From an optimization exercise on the open Yosys and OpenROAD flow, aimed at small area; shortcuts taken in it are not production practice.
Function was checked by simulation only, so behaviour that the tests miss may differ from the original.
Power figures rest on the tool's default switching activity, not on a simulated workload.

## flow/design.v (module list and top-level ports; edited modules follow where they fit)
// module pwm_thresh_mul: 941 lines
// module serial_protocol_converter: 320 lines
module serial_protocol_converter (
    input               clk,
    input               rst_n,
    input [7:0]         cmd_opcode,
    input [15:0]        cmd_addr,
    input [31:0]        cmd_data,
    input               cmd_valid,
    output reg          spi_sclk,
    output reg          spi_mosi,
    input               spi_miso,
    output reg [3:0]    spi_cs,
    input               uart_rx,
    output reg          uart_tx,
    output [7:0]        pwm_out,
    output reg [31:0]   tx_data,
    output reg          tx_en,
    input               tx_done
);
  // ...
==> flow/flow/run.sh <==
#!/bin/bash
# Own layout flow: the standard flow (standard.sh) with three changes.
#  1. After the standard synthesis, flow/polarity.py re-chooses the polarity of
#     the full-adder cells (a full adder is self-dual) so that fewer inverters
#     are needed between them.
#  2. flow/reabc.sh then re-maps the combinational logic between the
#     registers and full-adder cells with an area-oriented ABC script (area.abc).
#     Registers keep their instances, names and cell types.
#  3. Ports are buffered with sky130_fd_sc_hd__buf_1 (every port still gets a
#     buffer, as in the standard flow).
# Each tool's output goes to a log file of its own in this folder.
set -euo pipefail
R=orfs/results/${FLOW_PLATFORM}/serial_protocol_converter/base
bash standard.sh synth > synth.log 2>&1
cp "$R/1_2_yosys.v" "$R/1_2_yosys_std.v"
python3 flow/polarity.py "$R/1_2_yosys_std.v" "$R/1_2_yosys_pol.v" > polarity.log 2>&1
bash flow/reabc.sh "$R/1_2_yosys_pol.v" "$R/1_2_yosys_abc.v" > reabc.log 2>&1
cp "$R/1_2_yosys_abc.v" "$R/1_2_yosys.v"
bash standard.sh BUFFER_PORTS_ARGS="-buffer_cell sky130_fd_sc_hd__buf_1" finish > layout.log 2>&1
==> flow/flow/area.abc <==
&get -n
&st
&dch
&nf -R 1000
&st
&dch
&nf -R 1000
&put
==> flow/flow/dont_use.txt <==
sky130_fd_sc_hd__probe_p_8
sky130_fd_sc_hd__probec_p_8
sky130_fd_sc_hd__lpflow_bleeder_1
sky130_fd_sc_hd__lpflow_clkbufkapwr_1
sky130_fd_sc_hd__lpflow_clkbufkapwr_16
sky130_fd_sc_hd__lpflow_clkbufkapwr_2
sky130_fd_sc_hd__lpflow_clkbufkapwr_4
sky130_fd_sc_hd__lpflow_clkbufkapwr_8
sky130_fd_sc_hd__lpflow_clkinvkapwr_1
sky130_fd_sc_hd__lpflow_clkinvkapwr_16
sky130_fd_sc_hd__lpflow_clkinvkapwr_2
sky130_fd_sc_hd__lpflow_clkinvkapwr_4
sky130_fd_sc_hd__lpflow_clkinvkapwr_8
sky130_fd_sc_hd__lpflow_decapkapwr_12
sky130_fd_sc_hd__lpflow_decapkapwr_3
sky130_fd_sc_hd__lpflow_decapkapwr_4
sky130_fd_sc_hd__lpflow_decapkapwr_6
sky130_fd_sc_hd__lpflow_decapkapwr_8
sky130_fd_sc_hd__lpflow_inputiso0n_1
sky130_fd_sc_hd__lpflow_inputiso0p_1
sky130_fd_sc_hd__lpflow_inputiso1n_1
sky130_fd_sc_hd__lpflow_inputiso1p_1
sky130_fd_sc_hd__lpflow_inputisolatch_1
sky130_fd_sc_hd__lpflow_isobufsrc_1
sky130_fd_sc_hd__lpflow_isobufsrc_16
sky130_fd_sc_hd__lpflow_isobufsrc_2
sky130_fd_sc_hd__lpflow_isobufsrc_4
sky130_fd_sc_hd__lpflow_isobufsrc_8
sky130_fd_sc_hd__lpflow_isobufsrckapwr_16
sky130_fd_sc_hd__lpflow_lsbuf_lh_hl_isowell_tap_1
sky130_fd_sc_hd__lpflow_lsbuf_lh_hl_isowell_tap_2
sky130_fd_sc_hd__lpflow_lsbuf_lh_hl_isowell_tap_4
sky130_fd_sc_hd__lpflow_lsbuf_lh_isowell_4
sky130_fd_sc_hd__lpflow_lsbuf_lh_isowell_tap_1
sky130_fd_sc_hd__lpflow_lsbuf_lh_isowell_tap_2
sky130_fd_sc_hd__lpflow_lsbuf_lh_isowell_tap_4
sky130_fd_sc_hd__fill_1
sky130_fd_sc_hd__fill_2
sky130_fd_sc_hd__fill_4
sky130_fd_sc_hd__fill_8
==> flow/flow/polarity.py <==
#!/usr/bin/env python3
"""Full-adder polarity assignment on a mapped sky130 netlist.

A full adder is self-dual: FA(~a,~b,~c) = (~sum, ~carry).  Yosys's adder
extraction picks each adder's polarity on its own, which leaves inverters
between adders.  This script chooses a polarity for every fa cell so that
the fewest inverters are needed, removes the design's inverters (except
those that drive ports or assigns) and rebuilds one inverter per net that
still needs an inverted copy.  The logic function is unchanged.

usage: polarity.py IN.v OUT.v
"""
import re, sys, random

src = open(sys.argv[1]).read()
m = re.search(r'^module\s+(\S+)\s*\((.*?)\);', src, re.S | re.M)
body_start = m.end()
body_end = src.rindex('endmodule')
head, body, tail = src[:body_start], src[body_start:body_end], src[body_end:]

# statements end with ';' ; cell instances contain '(' ... ');'
stmts = []
i = 0
# split body into statements, respecting escaped identifiers (which end at whitespace)
buf = ''
n = len(body)
while i < n:
    ch = body[i]
    if ch == '\\':
        j = i
        while j < n and not body[j].isspace():
            j += 1
        buf += body[i:j]
        i = j
        continue
    buf += ch
    i += 1
    if ch == ';':
        stmts.append(buf)
        buf = ''
trailing = buf

cell_re = re.compile(r'^\s*(\S+)\s+(\S+)\s*\((.*)\)\s*;\s*$', re.S)
pin_re = re.compile(r'\.(\w+)\s*\(\s*((?:\\\S+\s*(?:\[\d+\])?|[^()\s]+(?:\s*\[\d+\])?)?)\s*\)')

def norm(net):
    return re.sub(r'\s+', ' ', net.strip())

cells = []   # dicts: idx, type, name, pins(list of (pin, net)), raw
others = []  # (idx, text)
ports = set()
assign_nets = set()
decl_wires = {}
for k, st in enumerate(stmts):
    s = st.strip()
    if re.match(r'^(input|output|inout)\b', s):
        for w in re.findall(r'(\\\S+|[A-Za-z_][\w$]*)\s*(?:;|,)', s.split(']')[-1] if ']' in s.split()[1] else s):
            pass
        name = s.rstrip(';').split()[-1]
        ports.add(name)
        others.append((k, st)); continue
    if s.startswith('wire') or s.startswith('reg'):
        name = s.rstrip(';').split()[-1]
        decl_wires[name] = k
        others.append((k, st)); continue
    if s.startswith('assign'):
        for tok in re.findall(r'\\\S+|[A-Za-z_][\w$.]*', s[6:]):
            assign_nets.add(tok)
        others.append((k, st)); continue
    mm = cell_re.match(st)
    if mm and mm.group(1).startswith('sky130_fd_sc_hd__'):
        pins = [(p, norm(v)) for p, v in pin_re.findall(mm.group(3))]
        cells.append(dict(idx=k, type=mm.group(1), name=mm.group(2), pins=pins))
    else:
        others.append((k, st))

def base(net):
    # name of the declared vector/scalar a net belongs to
    if net.startswith('\\'):
        return net.split(' ')[0]
    return net.split('[')[0].strip()

OUTP = {'X', 'Y', 'Q', 'Q_N', 'COUT', 'SUM'}
isinv = lambda t: re.match(r'sky130_fd_sc_hd__(clk)?inv_\d+$', t) is not None
isfa = lambda t: t == 'sky130_fd_sc_hd__fa_1' or re.match(r'sky130_fd_sc_hd__fa_\d+$', t) is not None

driver = {}
for c in cells:
    for p, v in c['pins']:
        if p in OUTP and v:
            driver[v] = (c, p)

def keep_inv(c):
    y = dict(c['pins'])['Y']
    return base(y) in ports or y in assign_nets or base(y) in assign_nets

removed = [c for c in cells if isinv(c['type']) and not keep_inv(c)]
removed_ids = set(id(c) for c in removed)

def root(net):
    par = 0
    seen = 0
    while net in driver and id(driver[net][0]) in removed_ids:
        net = dict(driver[net][0]['pins'])['A']
        par ^= 1
        seen += 1
        if seen > 100: raise SystemExit('inverter loop')
    return net, par

fas = [c for c in cells if isfa(c['type'])]
fid = {id(c): i for i, c in enumerate(fas)}
f = [0] * len(fas)

# consumers: (cell, pin index, root, par)
cons = []
for c in cells:
    if id(c) in removed_ids: continue
    for pi, (p, v) in enumerate(c['pins']):
        if p in OUTP or not v: continue
        if re.match(r"^\d+'[hbd]", v): continue
        r, par = root(v)
        cons.append((c, pi, r, par))
by_root = {}
for e in cons:
    by_root.setdefault(e[2], []).append(e)

def fdrv(r):
    d = driver.get(r)
    if d and id(d[0]) in fid: return f[fid[id(d[0])]]
    return 0
def fcons(c):
    return f[fid[id(c)]] if id(c) in fid else 0
def need(r):
    fd = fdrv(r)
    for c, pi, rr, par in by_root.get(r, ()):
        if par ^ fcons(c) != fd: return 1
    return 0

# roots touched by each fa
touch = []
for c in fas:
    rs = set()
    for p, v in c['pins']:
        if not v or re.match(r"^\d+'[hbd]", v): continue
        if p in OUTP: rs.add(v)
        else: rs.add(root(v)[0])
    touch.append(rs)

def cost():
    return sum(need(r) for r in by_root)

before = cost()
best = list(f); bestc = before
rng = random.Random(1)
for restart in range(20):
    if restart:
        f[:] = [rng.randint(0, 1) if rng.random() < 0.3 else b for b in best]
    improved = True
    while improved:
        improved = False
        order = list(range(len(fas))); rng.shuffle(order)
        for i in order:
            old = sum(need(r) for r in touch[i])
            f[i] ^= 1
            new = sum(need(r) for r in touch[i])
            if new < old: improved = True
            elif new == old and rng.random() < 0.1: pass
            else: f[i] ^= 1
    c_ = cost()
    if c_ < bestc: bestc = c_; best = list(f)
f[:] = best
after = cost()

# rewrite
newinv = {}
extra_wires = []
extra_cells = []
def inv_of(r):
    if r not in newinv:
        nm = f'_pol{len(newinv)}_'
        newinv[r] = nm
        extra_wires.append(f'  wire {nm};\n')
        ra = r + ' ' if r.startswith('\\') else r
        extra_cells.append(f'  sky130_fd_sc_hd__inv_1 _polinv{len(newinv)}_ (\n    .A({ra}),\n    .Y({nm})\n  );\n')
    return newinv[r]
newpins = {}
for c, pi, r, par in cons:
    want_phys_inverted = (par ^ fcons(c)) != fdrv(r)
    newpins[(id(c), pi)] = inv_of(r) if want_phys_inverted else r
out_stmts = {}
for c in cells:
    if id(c) in removed_ids:
        out_stmts[c['idx']] = ''
        continue
    fl = fcons(c)
    pins = []
    for pi, (p, v) in enumerate(c['pins']):
        if (id(c), pi) in newpins:
            v = newpins[(id(c), pi)]
        elif fl and re.match(r"^1'h[01]$", v):
            v = "1'h1" if v.endswith('0') else "1'h0"
        if v.startswith('\\'): v += ' '
        pins.append(f'    .{p}({v})')
    out_stmts[c['idx']] = f"\n  {c['type']} {c['name']} (\n" + ',\n'.join(pins) + '\n  );'
# which nets are still used
used = set()
for k, txt in out_stmts.items():
    for v in re.findall(r'\.\w+\(([^()]*)\)', txt):
        used.add(base(norm(v)))
for r in newinv: used.add(base(r))
for k, st in others:
    if not st.strip().startswith('wire'):
        for tok in re.findall(r'\\\S+|[A-Za-z_][\w$]*', st):
            used.add(tok)
res = [head]
for k, st in enumerate(stmts):
    if k in out_stmts:
        res.append(out_stmts[k])
    else:
        s = st.strip()
        if s.startswith('wire'):
            name = s.rstrip(';').split()[-1]
            if name not in used and name not in ports:
                continue
        res.append(st)
res.append('\n' + ''.join(extra_wires) + ''.join(extra_cells))
res.append(trailing)
res.append(tail)
open(sys.argv[2], 'w').write(''.join(res))
print(f'fa cells {len(fas)}, flipped {sum(f)}, inverters removed {len(removed)}, '
      f'kept {sum(1 for c in cells if isinv(c["type"])) - len(removed)}, rebuilt {len(newinv)} '
      f'(needed before {before}, after {after})')
==> flow/flow/reabc.sh <==
#!/bin/bash
# usage: reabc.sh IN.v OUT.v
# Re-maps the combinational logic of a mapped netlist with an area-oriented
# ABC script (area.abc). Flip-flops, latches, full-adder cells and tie cells are
# kept as they are (same instances, same names).
set -euo pipefail
D=$(cd "$(dirname "$0")" && pwd)
YOSYS=${YOSYS:-$FLOW_HOME/../tools/install/yosys/bin/yosys}
LIB=$FLOW_HOME/platforms/sky130hd/lib/sky130_fd_sc_hd__tt_025C_1v80.lib
DU=$(sed -n 's/^\(sky130_fd_sc_hd__[a-z0-9_]*\)$/-dont_use \1/p' "$D/dont_use.txt" | tr '\n' ' ')
"$YOSYS" -p "read_liberty -ignore_miss_func $LIB; read_verilog $1; hierarchy -top $FLOW_TOP;
  setattr -mod -set blackbox 1 sky130_fd_sc_hd__*df* sky130_fd_sc_hd__fa_* sky130_fd_sc_hd__conb_* sky130_fd_sc_hd__dl*;
  flatten; opt_clean -purge;
  abc -liberty $LIB $DU -script $D/area.abc -D 10000;
  opt_clean -purge; splitnets; opt_clean -purge;
  hilomap -singleton -hicell sky130_fd_sc_hd__conb_1 HI -locell sky130_fd_sc_hd__conb_1 LO;
  insbuf -buf sky130_fd_sc_hd__buf_1 A X; opt_clean -purge;
  stat -liberty $LIB;
  write_verilog -noattr -noexpr -nohex -nodec $2"
==> flow/standard.sh <==
#!/bin/bash
# synth_recipe.tcl (not shown) runs the flow's synth.tcl, then flattens the netlist and writes it again
# the make line also repeats each setting of config.mk as NAME=value (left out here)
make -C /OpenROAD-flow-scripts/flow DESIGN_CONFIG=/design/flow/config.mk WORK_HOME=/design/flow/orfs CLKGATE_MAP_FILE= SYNTH_SCRIPT=/design/flow/synth_recipe.tcl "${@:-finish}"
==> flow/config.mk <==
export PLATFORM = sky130hd
export DESIGN_NAME = serial_protocol_converter
export DESIGN_NICKNAME = serial_protocol_converter
export VERILOG_FILES = /design/flow/design.v
export SDC_FILE = /design/flow/constraint.sdc
export NUM_CORES = 4
export LEC_CHECK = 0
export CAP_MARGIN = 0
export CORE_MARGIN = 2
export CORE_UTILIZATION = 70
export CTS_BUF_LIST = sky130_fd_sc_hd__clkbuf_16
export CTS_CLUSTER_DIAMETER = 100
export CTS_CLUSTER_SIZE = 30
export SLEW_MARGIN = 0
==> flow/constraint.sdc <==
create_clock -name core_clock -period 10.0 [get_ports {clk}]
set_input_delay 2.0000 -clock core_clock [delete_from_list [all_inputs] [get_ports {clk}]]
set_output_delay 2.0000 -clock core_clock [all_outputs]
set_load 0.01 [all_outputs]
==> results.sh, run 1 <==
export IMPL_run_status="timing/DRC/antenna clean"
export IMPL_p_per_area_nw_per_um2=291.1
export IMPL_max_freq_ghz=0.1072
export IMPL_dp_hpwl_mm=56.26
export IMPL_ios=110
export IMPL_holdPathStages=0
export IMPL_rr_worst_depth=15
export IMPL_slew_viol_final=0
export IMPL_syn_to_final_growth_pct=8.063
export IMPL_critPathMostFrequentCell="fa_1"
export IMPL_drc=0
export IMPL_nNetsFinal=3057
export IMPL_dp_cells=3469
export IMPL_critPathRequiredTime_ps=10330
export IMPL_internal_power_uw=6297
export IMPL_totalPowerFinal_uw=10270
export IMPL_combPwrFrac_pct=41.5
export IMPL_tightest_slew_ps=1287
export IMPL_inverters=65
export IMPL_die_w_um=220.0
export IMPL_top_power_group="registers"
export IMPL_drive_above_1_share_pct=4.701
export IMPL_syn_avg_cell_area_sq_um=12.18
export IMPL_period_minus_slack_ps=9328
export IMPL_die_area_sq_um=48380
export IMPL_p_comb_uw=4260
export IMPL_drtIter0Drc=2768
==> run 2, diff against run 1 <==
--- a/flow/config.mk
+++ b/flow/config.mk
@@ -9,3 +9,3 @@
 export CORE_MARGIN = 2
-export CORE_UTILIZATION = 70
+export CORE_UTILIZATION = 75
 export CTS_BUF_LIST = sky130_fd_sc_hd__clkbuf_16
==> results.sh, run 2 <==
export IMPL_wirelength_mm=82.50
export IMPL_cts_tree="yes"
export IMPL_final_core_util_pct=81.86
export IMPL_drive_above_1_share_pct=4.502
export IMPL_layout_commonest_cell="edfxtp_1"
export IMPL_clockBufferDepth=3
export IMPL_coreArea_sq_um=42980
export IMPL_grt_max_degree=56
export IMPL_min_path_type="flop to flop"
export IMPL_rrSetupSlack_ps=5750
export IMPL_crit_fanout=15
export IMPL_reg_top3="pwm_ch.cnt: 128 flops, pwm_ch.pwm_k: 128 flops, pwm_ch.pwm_nt: 128 flops"
export IMPL_internal_power_uw=6258
export IMPL_antenna_found_initial=0
export IMPL_final_cell_mix="480 x edfxtp_1, 237 x nand2_1, 216 x nor2_1"
export IMPL_rr_endpoint="uart_tx"
export IMPL_nNetsFinal=3054
export IMPL_seqPwrFrac_pct=44.8
export IMPL_hold_path_end="rx_sync1"
export IMPL_drv_cap=0
export IMPL_numCtsBuffers=27
export IMPL_critPathMostFrequentCell="fa_1"
export IMPL_synthCells=2680
export IMPL_period_minus_slack_ps=9109
export IMPL_slew_headroom_pct=12.86
export IMPL_max_freq_ghz=0.1098
export IMPL_gp_congestion=0.9737
export IMPL_drtIter0Drc=3139
export IMPL_ant_nets=0
export IMPL_ctsResizeCount=0
export IMPL_syn_avg_cell_area_sq_um=12.18
export IMPL_dp_hpwl_mm=57.72
export IMPL_die_h_um=212.6
export IMPL_grt_pass1_vias=22350
export IMPL_htree_levels=1
export IMPL_slew_viol_final=0
export IMPL_rsz0062_at_grt="false"
export IMPL_ctsHoldBuffers=0
export IMPL_ios=110
export IMPL_grt_usage_pct=36.55
export IMPL_min_from="rx_sync0"
export IMPL_finClkSkew_ps=30.22
export IMPL_cts_sinks=710
export IMPL_syn_num_nets=2845
export IMPL_r2r_start="utx_cnt[0]"
export IMPL_cpMaxStageDelayCell="fa_1"
export IMPL_critPathCaptureType="flop"
export IMPL_die_area_sq_um=45220
export IMPL_clk_latency_ps=630
export IMPL_synth_area_sq_um=32650
export IMPL_max_stage_delay_ps=540
export IMPL_vdd_drop_max_mv=1.093
export IMPL_cts_root_buf="clkbuf_16"
export IMPL_syn_to_final_growth_pct=7.760
export IMPL_gr_total_overflow=0
export IMPL_leakage_uw=0.01180
export IMPL_fin_crit_sh_pct=91.09
export IMPL_postCtsSetupRepairBufs=0
export IMPL_die_w_um=212.6
export IMPL_first_pass_iters=7
export IMPL_combPwrFrac_pct=42.1
export IMPL_p_sw_share_pct=39.11
export IMPL_num_antenna_cells=0
export IMPL_clk_pin_slew_ps=110
export IMPL_rr_worst_depth=15
export IMPL_arrival_ps=9470
export IMPL_holdPathStages=0
export IMPL_setup_tns_ps=0
export IMPL_crit_type="input pin to flop"
export IMPL_port_buffers=109
export IMPL_p_per_area_nw_per_um2=292.1
export IMPL_tightest_slew_ps=1302
export IMPL_start_util_pct=75.96
export IMPL_setup_viol=0
export IMPL_drc=0
export IMPL_num_vias=23910
export IMPL_clkPwrFrac_pct=13.2
export IMPL_via_per_inst=6.841
export IMPL_yosys_warnings=1
export IMPL_hold_violations=0
export IMPL_switchingPower_uw=4019
export IMPL_num_rows=76
export IMPL_critPathRequiredTime_ps=10360
export IMPL_start_kind="input pin"
export IMPL_run_status="timing/DRC/antenna clean"
export IMPL_wire_per_inst_um=23.60
export IMPL_grt_pass1_wl_mm=125.5
==> run 2: worst max path at each step <==
stage                      endpoint   startpoint  cells after the start  slack (ps)
2_1_floorplan  pwm_ch[0].pwm_nt[14]  cmd_data[5]                     27        1400
3_3_place_gp   pwm_ch[5].pwm_nt[14]  cmd_data[3]                     33         650
3_5_place_dp   pwm_ch[0].pwm_nt[14]  cmd_data[3]                     29         400
4_1_cts        pwm_ch[0].pwm_nt[14]  cmd_data[3]                     33        1000
5_1_grt        pwm_ch[0].pwm_nt[14]  cmd_data[3]                     33         240
6_report       pwm_ch[4].pwm_nt[14]  cmd_data[1]                     32         890
==> run 2: through the flow <==
| stage | cell area (sq um) | setup slack [ps] | power (uW) | cells | hold WS [ps] |
|---|---|---|---|---|---|
| CTS | 35180 | 1000 | 10230 | 3495 | 367.7 |
| global placement | 34400 | 653.8 | 8868 | 3445 | 345.6 |
| global route | 35180 | 240.2 | 10730 | 3495 | 371.1 |
| floorplan | 32650 | 1405 | 7212 | 2680 | 345.2 |
| detailed placement | 34400 | 402.3 | 8896 | 3445 | 352.1 |
| finish | 35180 | 891.2 | 10280 | 3495 | 365.1 |
==> run 2: worst max-delay path, delay by kind of cell <==
family / cells / cell delay (ps)
AND/OR/NAND/NOR: 6 / 1200
buffers and inverters: 4 / 740
XOR/XNOR: 2 / 700
adder cells (fa/ha/maj): 5 / 2130
AO/OA/AOI/OAI: 15 / 2690
==> run 2: power by group through the flow <==
stage,clock [uW],combinational [uW],sequential (uW)
2_1_floorplan,0,2600,4610
3_3_place_gp,0,4210,4660
3_5_place_dp,0,4230,4670
4_1_cts,1350,4280,4610
5_1_grt,1440,4680,4610
6_report,1360,4320,4600
==> run 2: metal layers <==
metal,vias to the layer above,part of all wire [%],routed length (um),global-route usage (%)
met2,1544,45,37510,56.12
li1,10560,-,-,-
met5,-,0,0,0
met4,0,2.0,1637,8.488
met3,146,12,10150,5.170
met1,11660,40,33200,56.28
==> run 2: cell type report <==
class	count	area, sq um
clock buffers	27	675.6
clock inverters	23	110.1
fillers	2410	7799
inverters	65	244.0
multi-input cells	1901	13140
flip-flops and latches	710	19310
well taps	585	732.0
repair buffers	184	974.7
==> module serial_protocol_converter, before the edit <==
module serial_protocol_converter (
    input               clk,
    input               rst_n,
    input [7:0]         cmd_opcode,
    input [15:0]        cmd_addr,
    input [31:0]        cmd_data,
    input               cmd_valid,
    output reg          spi_sclk,
    output reg          spi_mosi,
    input               spi_miso,
    output reg [3:0]    spi_cs,
    input               uart_rx,
    output reg          uart_tx,
    output [7:0]        pwm_out,
    output reg [31:0]   tx_data,
    output reg          tx_en,
    input               tx_done
);
wire op_hi0 = (cmd_opcode[7:4] == 4'h0);
wire cmd_02 = cmd_valid & op_hi0 & (cmd_opcode[3:0] == 4'h2);
wire cmd_04 = cmd_valid & op_hi0 & (cmd_opcode[3:0] == 4'h4);
wire cmd_05 = cmd_valid & op_hi0 & (cmd_opcode[3:0] == 4'h5);
wire cmd_06 = cmd_valid & op_hi0 & (cmd_opcode[3:0] == 4'h6);
wire cmd_07 = cmd_valid & op_hi0 & (cmd_opcode[3:0] == 4'h7);
wire cmd_08 = cmd_valid & op_hi0 & (cmd_opcode[3:0] == 4'h8);
reg [31:0] spi_tx_reg;       
reg        spi_tx_v;
reg [31:0] i2c_tx_reg;       
reg        i2c_tx_v;
reg [15:0] uart_div;         
reg [7:0]  uart_tx_reg;      
reg        uart_tx_v;
wire        div_zero = (cmd_data[15:0] == 16'd0);
wire [15:0] div_in   = cmd_data[15:0] | (div_zero ? 16'd434 : 16'd0);
always @(posedge clk or negedge rst_n) begin
    if (!rst_n) begin
        spi_tx_v    <= 1'b0;
        i2c_tx_v    <= 1'b0;
        uart_div    <= 16'd434;
        uart_tx_v   <= 1'b0;
    end else begin
        if (cmd_02) spi_tx_v    <= 1'b1;
        if (cmd_04) i2c_tx_v    <= 1'b1;
        if (cmd_05) uart_div    <= div_in;
        if (cmd_06) uart_tx_v   <= 1'b1;
    end
end
always @(posedge clk) begin
    if (cmd_02) spi_tx_reg  <= cmd_data;
    if (cmd_04) i2c_tx_reg  <= cmd_data;
    if (cmd_06) uart_tx_reg <= cmd_data[7:0];
end
reg        spi_busy, spi_oth;
reg [4:0]  spi_bit_ncnt;      
reg [31:0] spi_shift_reg;
reg [31:0] spi_rx_reg;       
reg        spi_rx_v;
wire spi_idle = ~spi_busy & ~spi_oth;
wire spi_last = spi_sclk & (spi_bit_ncnt == 5'd31);
wire spi_load = spi_idle & cmd_02;
wire spi_step = spi_busy & spi_sclk;
always @(posedge clk or negedge rst_n) begin
    if (!rst_n) begin
        spi_busy <= 1'b0;
        spi_oth  <= 1'b0;
        spi_sclk <= 1'b0;
        spi_mosi <= 1'b0;
        spi_cs   <= 4'hF;
        spi_rx_v <= 1'b0;
    end else begin
        spi_busy <= spi_idle ? cmd_02 : (spi_busy & ~spi_last);
        spi_oth  <= spi_idle & ~cmd_02 & (cmd_04 | cmd_06);
        spi_sclk <= spi_busy & ~spi_sclk;
        if (spi_oth)
            spi_mosi <= 1'b0;
        else if (spi_step)
            spi_mosi <= spi_shift_reg[31];
        if (spi_oth | (spi_step & (spi_bit_ncnt == 5'd31)))
            spi_cs <= 4'hF;
        else if (spi_load)
            spi_cs <= ~(4'b0001 << cmd_addr[1:0]);
        if (spi_step & (spi_bit_ncnt == 5'd31))
            spi_rx_v <= 1'b1;
    end
end
always @(posedge clk) begin
    if (spi_load) begin
        spi_shift_reg <= spi_tx_reg & {32{spi_tx_v}};
        spi_bit_ncnt  <= 5'd0;
    end else if (spi_step) begin
        spi_shift_reg <= {spi_shift_reg[30:0], spi_miso};
        spi_bit_ncnt  <= spi_bit_ncnt + 5'd1;
    end
    if (spi_step & (spi_bit_ncnt == 5'd31))
        spi_rx_reg <= {spi_shift_reg[30:0], spi_miso};
end
reg        i2c_busy;
reg [7:0]  i2c_cnt;
reg [31:0] i2c_rx_reg;       
reg        i2c_rx_v;
wire i2c_at200 = (i2c_cnt == 8'h0B);
wire i2c_at201 = (i2c_cnt == 8'h16);
always @(posedge clk or negedge rst_n) begin
    if (!rst_n) begin
        i2c_busy <= 1'b0;
        i2c_rx_v <= 1'b0;
    end else begin
        if (!i2c_busy)
            i2c_busy <= cmd_04;
        else if (i2c_at201)
            i2c_busy <= 1'b0;
        if (i2c_busy & i2c_at200)
            i2c_rx_v <= i2c_tx_v;
    end
end
always @(posedge clk) begin
    if (!i2c_busy)
        i2c_cnt <= 8'd0;
    else
        i2c_cnt <= {i2c_cnt[6:0], ~(i2c_cnt[7] ^ i2c_cnt[5] ^ i2c_cnt[4] ^ i2c_cnt[3])};
    if (i2c_busy & i2c_at200)
        i2c_rx_reg <= i2c_tx_reg;
end
reg        utx_active;
reg [15:0] utx_cnt;
reg [9:0]  utx_shift;        
wire [16:0] utx_ic;
wire [15:0] utx_inc;
wire [16:0] utx_gc;
assign utx_ic[0] = 1'b1;
assign utx_gc[0] = 1'b1;
genvar ub;
generate
    for (ub = 0; ub < 16; ub = ub + 1) begin : utx_bits
        assign utx_inc[ub]  = utx_cnt[ub] ^ utx_ic[ub];
        assign utx_ic[ub+1] = utx_cnt[ub] & utx_ic[ub];
        assign utx_gc[ub+1] = (utx_inc[ub] & ~uart_div[ub])
                            | ((utx_inc[ub] | ~uart_div[ub]) & utx_gc[ub]);
    end
endgenerate
wire utx_tick = utx_ic[16] | utx_gc[16];
always @(posedge clk or negedge rst_n) begin
    if (!rst_n) begin
        utx_active <= 1'b0;
        uart_tx    <= 1'b1;
    end else begin
        if (!utx_active) begin
            utx_active <= cmd_06;
            uart_tx    <= ~cmd_06;
        end else if (utx_tick) begin
            uart_tx <= utx_shift[0];
            if (utx_shift[9:1] == 9'd0)
                utx_active <= 1'b0;
        end
    end
end
always @(posedge clk) begin
    if (!utx_active) begin
        utx_cnt   <= 16'd0;
        utx_shift <= {1'b1, uart_tx_reg & {8{uart_tx_v}}, 1'b0};
    end else if (utx_tick) begin
        utx_cnt   <= 16'd0;
        utx_shift <= {1'b0, utx_shift[9:1]};
    end else begin
        utx_cnt   <= utx_inc;
    end
end
localparam RX_IDLE = 2'd0, RX_START = 2'd1, RX_DATA = 2'd2, RX_STOP = 2'd3;
reg        rx_sync0, rx_sync1;
reg [1:0]  rx_state;
reg [15:0] urx_ncnt;         
reg [7:0]  rx_shift;         
reg [7:0]  rx_data;          
reg        rx_data_v;
wire [16:0] urx_ic;
wire [15:0] urx_inc;
assign urx_ic[0] = 1'b1;
genvar rb;
generate
    for (rb = 0; rb < 16; rb = rb + 1) begin : urx_bits
        assign urx_inc[rb]  = urx_ncnt[rb] ^ urx_ic[rb];
        assign urx_ic[rb+1] = urx_ncnt[rb] & urx_ic[rb];
    end
endgenerate
wire urx_hi0  = (urx_ncnt[15:1] == 15'h7FFF);
wire urx_zero = urx_hi0 &  urx_ncnt[0];
wire urx_one  = urx_hi0 & ~urx_ncnt[0];
always @(posedge clk or negedge rst_n) begin
    if (!rst_n) begin
        rx_sync0  <= 1'b1;
        rx_sync1  <= 1'b1;
        rx_state  <= RX_IDLE;
        rx_data_v <= 1'b0;
    end else begin
        rx_sync0 <= uart_rx;
        rx_sync1 <= rx_sync0;
        case (rx_state)
            RX_IDLE:  if (!rx_sync1) rx_state <= RX_START;
            RX_START: if (urx_zero) rx_state <= rx_sync1 ? RX_IDLE : RX_DATA;
            RX_DATA:  if (urx_one & rx_shift[0]) rx_state <= RX_STOP;
            default:  if (urx_one) begin
                          rx_state  <= RX_IDLE;
                          rx_data_v <= 1'b1;
                      end
        endcase
    end
end
always @(posedge clk) begin
    case (rx_state)
        RX_IDLE: urx_ncnt <= ~{1'b0, uart_div[15:1]};
        RX_START: begin
            if (urx_zero) begin
                urx_ncnt <= ~uart_div;
                rx_shift <= 8'h80;
            end else
                urx_ncnt <= urx_inc;
        end
        RX_DATA: begin
            if (urx_one) begin
                urx_ncnt <= ~uart_div;
                rx_shift <= {rx_sync1, rx_shift[7:1]};
            end else
                urx_ncnt <= urx_inc;
        end
        default: begin
            urx_ncnt <= urx_inc;
            if (urx_one)
                rx_data <= rx_shift;
        end
    endcase
end
wire addr_hi0 = (cmd_addr[15:2] == 14'd0);
wire sel_spi  = addr_hi0 & (cmd_addr[1:0] == 2'd1) & spi_rx_v;
wire sel_i2c  = addr_hi0 & (cmd_addr[1:0] == 2'd2) & i2c_rx_v;
wire sel_uart = addr_hi0 & (cmd_addr[1:0] == 2'd3) & rx_data_v;
wire [31:0] rd_data = ({32{sel_spi}} & spi_rx_reg)
                    | ({32{sel_i2c}} & i2c_rx_reg)
                    | {24'd0, {8{sel_uart}} & rx_data};
reg [31:0] tx_data_r;
reg        tx_data_v;
always @(*) tx_data = tx_data_r & {32{tx_data_v}};
always @(posedge clk) begin
    if (cmd_08)
        tx_data_r <= rd_data;
end
always @(posedge clk or negedge rst_n) begin
    if (!rst_n) begin
        tx_data_v <= 1'b0;
        tx_en     <= 1'b0;
    end else begin
        if (cmd_08) begin
            tx_data_v <= 1'b1;
            tx_en     <= 1'b1;
        end else if (!cmd_valid && tx_done)
            tx_en     <= 1'b0;
    end
end
wire [15:0] pwm_per  = cmd_data[31:16];
wire [15:0] pwm_thr;         
wire        pwm_wr   = cmd_07 & (cmd_addr[15:3] == 13'd0);
pwm_thresh_mul pwm_mul (
    .a  (cmd_data[31:16]),
    .b  (cmd_data[15:0]),
    .y  (pwm_thr)
);
wire [16:0] pwm_kc;
wire [15:0] pwm_kin;
assign pwm_kc[0] = 1'b1;
genvar kb;
generate
    for (kb = 0; kb < 16; kb = kb + 1) begin : pwm_kbits
        assign pwm_kin[kb]  = ~pwm_per[kb] ^ pwm_kc[kb];
        assign pwm_kc[kb+1] = ~pwm_per[kb] & pwm_kc[kb];
    end
endgenerate
wire pwm_vin = (pwm_per != 16'd0);
reg [7:0]  pwm_v;
reg [7:0]  pwm_q;
assign pwm_out = pwm_q;
genvar j, b;
generate
    for (j = 0; j < 8; j = j + 1) begin : pwm_ch
        reg  [15:0] pwm_k;
        reg  [15:0] pwm_nt;
        reg  [15:0] cnt;
        wire        we = pwm_wr & (cmd_addr[2:0] == j);
        wire [16:0] ic;          
        wire [15:0] inc;
        wire [16:0] wc;          
        wire [16:0] tc;          
        assign ic[0] = 1'b1;
        assign wc[0] = 1'b1;
        assign tc[0] = 1'b1;
        for (b = 0; b < 16; b = b + 1) begin : bits
            assign inc[b]  = cnt[b] ^ ic[b];
            assign ic[b+1] = cnt[b] & ic[b];
            assign wc[b+1] = (cnt[b] & pwm_k[b])  | ((cnt[b] | pwm_k[b])  & wc[b]);
            assign tc[b+1] = (cnt[b] & pwm_nt[b]) | ((cnt[b] | pwm_nt[b]) & tc[b]);
        end
        wire wrap = ~pwm_v[j] | wc[16];
        always @(posedge clk) begin
            if (we) begin
                pwm_k  <= pwm_kin;
                pwm_nt <= ~pwm_thr;
            end
            cnt <= wrap ? 16'd0 : inc;
        end
        always @(posedge clk or negedge rst_n) begin
            if (!rst_n) begin
                pwm_v[j] <= 1'b0;
                pwm_q[j] <= 1'b0;
            end else begin
                if (we)
                    pwm_v[j] <= pwm_vin;
                pwm_q[j] <= pwm_v[j] & ~tc[16];
            end
        end
    end
endgenerate
endmodule
==> run 3, diff against run 2 <==
--- a/flow/design.v
+++ b/flow/design.v
@@ -1179,8 +1179,8 @@
                     | {24'd0, {8{sel_uart}} & rx_data};
-reg [31:0] tx_data_r;
+reg [31:0] tx_data_n;        
 reg        tx_data_v;
-always @(*) tx_data = tx_data_r & {32{tx_data_v}};
+always @(*) tx_data = ~(tx_data_n | {32{~tx_data_v}});
 always @(posedge clk) begin
     if (cmd_08)
-        tx_data_r <= rd_data;
+        tx_data_n <= ~rd_data;
 end
==> results.sh, run 3 <==
export IMPL_yosys_warnings=1
export IMPL_first_pass_iters=7
export IMPL_postCtsSetupRepairBufs=0
export IMPL_syn_num_nets=2820
export IMPL_period_minus_slack_ps=9036
export IMPL_via_per_inst=6.870
export IMPL_grt_max_degree=56
export IMPL_crit_fanout=9
export IMPL_final_cell_mix="480 x edfxtp_1, 231 x nor2_1, 224 x nand2_1"
export IMPL_cts_tree="yes"
export IMPL_clk_latency_ps=620
export IMPL_synth_area_sq_um=32470
export IMPL_placed_area_sq_um=34330
export IMPL_numCtsBuffers=28
export IMPL_critPathCaptureType="flop"
export IMPL_ctsResizeCount=0
export IMPL_dp_hpwl_mm=58.46
export IMPL_crit_type="input pin to flop"
export IMPL_drv_cap=0
export IMPL_tightest_slew_ps=1340
export IMPL_min_path_type="flop to flop"
export IMPL_rr_worst_depth=16
export IMPL_arrival_ps=9360
export IMPL_antenna_found_initial=10
export IMPL_ctsHoldBuffers=0
export IMPL_syn_avg_cell_area_sq_um=12.23
export IMPL_wire_per_inst_um=24.33
export IMPL_run_status="timing/DRC/antenna clean"
export IMPL_htree_levels=1
export IMPL_setup_viol=0
export IMPL_wl_met1_mm=31.68
export IMPL_start_util_pct=75.72
export IMPL_num_rows=76
export IMPL_critPathMostFrequentCell="fa_1"
export IMPL_cts_root_buf="clkbuf_16"
export IMPL_hold_violations=0
export IMPL_drive_above_1_share_pct=5.072
export IMPL_critPathRequiredTime_ps=10320
export IMPL_wl_met3_mm=10.35
export IMPL_ant_nets=0
export IMPL_wl_met2_mm=39.54
export IMPL_setup_tns_ps=0
export IMPL_ios=110
export IMPL_gp_congestion=0.9684
export IMPL_slew_headroom_pct=10.30
export IMPL_holdPathStages=0
export IMPL_finClkSkew_ps=32.64
export IMPL_num_vias=23960
export IMPL_reg_top3="pwm_ch.cnt: 128 flops, pwm_ch.pwm_k: 128 flops, pwm_ch.pwm_nt: 128 flops"
export IMPL_cpMaxStageDelayCell="xnor2_1"
export IMPL_max_freq_ghz=0.1107
export IMPL_grt_pass1_vias=23190
export IMPL_highest_layer="met5"
export IMPL_vdd_drop_max_mv=0.8196
export IMPL_grt_pass1_wl_mm=129.1
export IMPL_synthCells=2655
export IMPL_rsz0062_at_grt="false"
export IMPL_drtIter0Drc=3113
export IMPL_coreArea_sq_um=42890
export IMPL_grt_usage_pct=37.96
export IMPL_die_h_um=212.1
export IMPL_clk_pin_slew_ps=110
export IMPL_leakage_uw=0.01200
export IMPL_cts_sinks=710
export IMPL_gr_total_overflow=0
export IMPL_layout_commonest_cell="edfxtp_1"
export IMPL_max_stage_delay_ps=710
export IMPL_p_per_area_nw_per_um2=319.3
export IMPL_clockBufferDepth=3
export IMPL_holdWs_ps=365.9
export IMPL_slew_viol_final=0
export IMPL_die_w_um=212.1
export IMPL_die_area_sq_um=44980
export IMPL_wirelength_mm=84.86
export IMPL_port_buffers=109
export IMPL_start_kind="input pin"
export IMPL_finalInstanceArea_sq_um=35190
export IMPL_syn_to_final_growth_pct=8.357
export IMPL_drc=0
export IMPL_nNetsFinal=3041
export IMPL_fin_crit_sh_pct=90.36
-- run 3: critical path: cells and delay by family --
kind	cells	cell delay [ps]
XOR/XNOR	2	890
AO/OA/AOI/OAI	13	2130
AND/OR/NAND/NOR	7	1090
adder cells (fa/ha/maj)	6	2850
buffers and inverters	2	390
-- run 3: cell type report --
type | count | area (sq um)
Sequential cell | 710 | 19310
Multi-Input combinational cell | 1889 | 13040
Fill cell | 2350 | 7700
Timing Repair Buffer | 195 | 1057
Tap cell | 585 | 732.0
Clock buffer | 28 | 700.7
Inverter | 52 | 195.2
Clock inverter | 24 | 141.4
Antenna cell | 5 | 12.51
-- run 3: per-stage QoR --
step	util, %	power (uW)	std cells	setup slack, ps
2_1_floorplan	-	7073	2655	1262
5_1_grt	82.02	11600	3483	434.5
3_5_place_dp	80.05	9703	3431	478.8
3_3_place_gp	80.05	9592	3431	600.2
6_report	82.05	11240	3488	964.1
4_1_cts	82.02	11060	3483	1101
-- run 3: path summary, 6_finish.rpt --
kind | start | slack (ps) | end
max | cmd_data[2] | 960 | pwm_ch[4].pwm_nt[12]
min | rx_sync0 | 370 | rx_sync1
max reg2reg | utx_cnt[1] | 4840 | utx_shift[5]
min reg2reg | rx_sync0 | 370 | rx_sync1
max in group asynchronous | rst_n | 7750 | uart_tx_v
min in group asynchronous | rst_n | 1590 | tx_en
-- run 3: report_power, final --
| part | leakage [uW] | internal (uW) | switching (uW) |
|---|---|---|---|
| combinational | 0.00500 | 1580 | 3770 |
| sequential | 0.00651 | 4420 | 74.4 |
| clock | 0.000482 | 528 | 867 |
-- run 3: routing by layer --
metal  track usage [%]  vias to the layer above
met1             51.64                    11670
met4             14.50                        2
li1                  -                    10520
met3             9.114                      275
met2             60.14                     1491
met5                 0                        -

==> re-timing with driven ports <==
No port has a modelled driver above. Below, the same layouts with a new extraction and two added sets of constraints.
Step 1: set_driving_cell puts a clkbuf_16 on clk and a buf_2 on each other input, an assumption about the parent block.
Step 2 times the ports against the registers' clock, not the clock port: input delays grow and output delays shrink by t, the midpoint of the rising clock arrivals with the driver on.
Slacks: no drivers / after step 1 / after step 2; pairs: no drivers / after step 1.
run	t (ns)	setup slack, ns	worst hold slack (ns)	worst setup path at the end	pins driven straight from the clock port
run 1	0.682	0.672 / 0.707 / 0.025	0.364 / 0.364 / 0.364	input to register	1
run 2	0.672	0.891 / 0.924 / 0.251	0.365 / 0.365 / 0.365	input to register	1
run 3	0.673	0.964 / 0.995 / 0.321	0.366 / 0.366 / 0.366	input to register	1
After both steps setup and hold are still met in every run listed. The setup slack of run 1, which loses most, moves by +0.035 ns with the drivers and by -0.647 ns with both steps.
